Source: an optimization exercise on an open RTL-to-GDS flow (aim: small area). Production flows keep margins and buffers that such runs may drop.
Only simulation tests tie the RTL to the original design; equivalence was not proved.
Power and IR drop assume default switching activity.

== yarrow ==
==> flow/design.v (excerpt) <==
module riscv(
    input  wire        clk,
    input  wire        rst,
    input  wire [31:0] inst_i,
    output wire [31:0] inst_addr_o,
    output reg         inst_ce_o,
    input  wire [31:0] data_i,
    output wire        data_we_o,
    output wire        data_ce_o,
    output wire [31:0] data_addr_o,
    output wire [31:0] data_o
);
Settings: LEC_CHECK=0, ABC_AREA=1, CAP_MARGIN=20, CORE_MARGIN=2, CORE_UTILIZATION=45, GPL_TIMING_DRIVEN=0, SETUP_SLACK_MARGIN=0, SLEW_MARGIN=20; clock period 10.0 ns.
standard.sh (not shown) runs the stock make flow with config.mk's settings and CLKGATE_MAP_FILE= SYNTH_SCRIPT=/design/flow/synth_recipe.tcl, a recipe that flattens the netlist after the stock synthesis.
==> flow/flow/run.sh <==
#!/bin/bash
# The standard layout (standard.sh), except that:
#  - synthesis maps the logic with an area-only ABC script
#    (flow/abc_area.script) in place of ORFS's abc_area.script; everything
#    else in synthesis is ORFS's unchanged, so the registers keep the
#    standard synthesis's names and cells;
#  - clock tree synthesis inserts no dummy loads and clusters up to 24 sinks;
#  - every input and output port still gets its own buffer, but a
#    sky130_fd_sc_hd__buf_1 rather than the buffer buffer_ports picks itself.
set -euo pipefail
W=$(pwd)
rm -rf "$W/scripts_mod"
cp -r "$FLOW_HOME/scripts" "$W/scripts_mod"
cp "$W/flow/abc_area.script" "$W/scripts_mod/abc_area.script"
SCRIPTS_DIR="$W/scripts_mod" bash "$W/standard.sh" synth > "$W/synth.log" 2>&1
export BUFFER_PORTS_ARGS="-buffer_cell sky130_fd_sc_hd__buf_1"
export CTS_ARGS="-sink_clustering_enable -repair_clock_nets -dont_use_dummy_load -sink_clustering_size 24 -sink_clustering_max_diameter 100"
bash "$W/standard.sh" finish > "$W/layout.log" 2>&1
==> flow/flow/abc_area.script <==
strash
dch -f
map -a
topo
What violet does differently from yarrow at the input level:
# yarrow
export LEC_CHECK = 0
export ABC_AREA = 1
export CAP_MARGIN = 20
export CORE_MARGIN = 2
export CORE_UTILIZATION = 45
export GPL_TIMING_DRIVEN = 0
export SETUP_SLACK_MARGIN = 0
export SLEW_MARGIN = 20
create_clock -name core_clock -period 10.0 [get_ports {clk}]
# violet
export LEC_CHECK = 0
export ABC_AREA = 1
export CAP_MARGIN = 20
export CORE_MARGIN = 2
export CORE_UTILIZATION = 45
export CTS_BUF_LIST = sky130_fd_sc_hd__clkbuf_8
export CTS_CLUSTER_DIAMETER = 80
export CTS_CLUSTER_SIZE = 16
export GPL_TIMING_DRIVEN = 0
export SETUP_SLACK_MARGIN = 0
export SLEW_MARGIN = 20
create_clock -name core_clock -period 10.0 [get_ports {clk}]
==> flow/run.sh (new file) <==
#!/bin/bash
# synth_recipe.tcl (not shown) runs the flow's synth.tcl, then flattens the netlist and writes it again
# the make line also repeats each setting of config.mk as NAME=value (left out here)
make -C /OpenROAD-flow-scripts/flow DESIGN_CONFIG=/design/flow/config.mk WORK_HOME=/design/flow/orfs CLKGATE_MAP_FILE= SYNTH_SCRIPT=/design/flow/synth_recipe.tcl finish
removed: flow/flow/run.sh
removed: flow/flow/abc_area.script
removed: flow/standard.sh
==> comparison <==
- violet has completed all stages; timing, DRC and antenna checks passed.
- Against yarrow as the reference, violet delivers a lower detail-routed via count per cell.
- In the tables for yarrow and violet, wire length of the first global-routing pass reads lower with yarrow.
- violet has area after synthesis above what yarrow had.
- Taking yarrow over violet, the post-route non-filler standard cell count ratio works out to 0.897.
[inputs] amber vs violet
# violet
export LEC_CHECK = 0
export ABC_AREA = 1
export CAP_MARGIN = 20
export CORE_MARGIN = 2
export CORE_UTILIZATION = 45
export CTS_BUF_LIST = sky130_fd_sc_hd__clkbuf_8
export CTS_CLUSTER_DIAMETER = 80
export CTS_CLUSTER_SIZE = 16
export GPL_TIMING_DRIVEN = 0
export SETUP_SLACK_MARGIN = 0
export SLEW_MARGIN = 20
create_clock -name core_clock -period 10.0 [get_ports {clk}]
# amber
export LEC_CHECK = 0
export ABC_AREA = 1
export CAP_MARGIN = 20
export CORE_MARGIN = 2
export CORE_UTILIZATION = 45
export GPL_TIMING_DRIVEN = 0
export SETUP_SLACK_MARGIN = 0
export SLEW_MARGIN = 20
create_clock -name core_clock -period 10.0 [get_ports {clk}]
==> flow/flow/run.sh (new file) <==
#!/bin/bash
# The standard layout (standard.sh), except that:
#  - synthesis maps the logic with an area-only ABC script
#    (flow/abc_area.script) in place of ORFS's abc_area.script; everything
#    else in synthesis is ORFS's unchanged, so the registers keep the
#    standard synthesis's names and cells;
#  - clock tree synthesis inserts no dummy loads and clusters up to 24 sinks.
set -euo pipefail
W=$(pwd)
rm -rf "$W/scripts_mod"
cp -r "$FLOW_HOME/scripts" "$W/scripts_mod"
cp "$W/flow/abc_area.script" "$W/scripts_mod/abc_area.script"
SCRIPTS_DIR="$W/scripts_mod" bash "$W/standard.sh" synth > "$W/synth.log" 2>&1
export CTS_ARGS="-sink_clustering_enable -repair_clock_nets -dont_use_dummy_load -sink_clustering_size 24 -sink_clustering_max_diameter 100"
bash "$W/standard.sh" finish > "$W/layout.log" 2>&1
==> flow/flow/abc_area.script (new file) <==
strash
dch -f
map -a
topo
==> flow/standard.sh (new file) <==
#!/bin/bash
# synth_recipe.tcl (not shown) runs the flow's synth.tcl, then flattens the netlist and writes it again
# the make line also repeats each setting of config.mk as NAME=value (left out here)
make -C /OpenROAD-flow-scripts/flow DESIGN_CONFIG=/design/flow/config.mk WORK_HOME=/design/flow/orfs CLKGATE_MAP_FILE= SYNTH_SCRIPT=/design/flow/synth_recipe.tcl "${@:-finish}"
removed: flow/run.sh
amber: no failed stages, no open violations at the end
Top fanout value on the critical path, amber and violet: larger value in amber
The combinational group share of total power number comes out lower for amber vs violet.
| power | higher: amber |

==> static timing again, ports no longer ideal <==
How much do the figures lean on ideal ports? The routed layouts below were timed once more, with nothing changed but the port constraints. Step 1 sets driving cells, clkbuf_16 on the clock port and buf_2 on the other inputs (assumed; they add their load-dependent delay and slew). Step 2 also shifts input and output timing later by t, the mid clock arrival at the registers, as if the neighbouring blocks saw the same clock. a / b / c = no drivers / after step 1 / after step 2; a / b = the first two.
run	shift t [ns]	slack for setup (ns)	hold slack, ns	worst data-port slew with drivers (ns)
yarrow	0.656	0.848 / 0.852 / 0.196	0.309 / 0.309 / 0.309	0.13
violet	0.774	2.550 / 2.511 / 1.737	0.310 / 0.310 / 0.310	0.13
amber	0.675	0.601 / 0.622 / -0.053	0.269 / 0.269 / 0.269	0.13
Met with ideal ports but missed after step 2: setup timing in amber. The setup slack of violet, which loses most, moves by -0.039 ns with the drivers and by -0.813 ns with both steps.
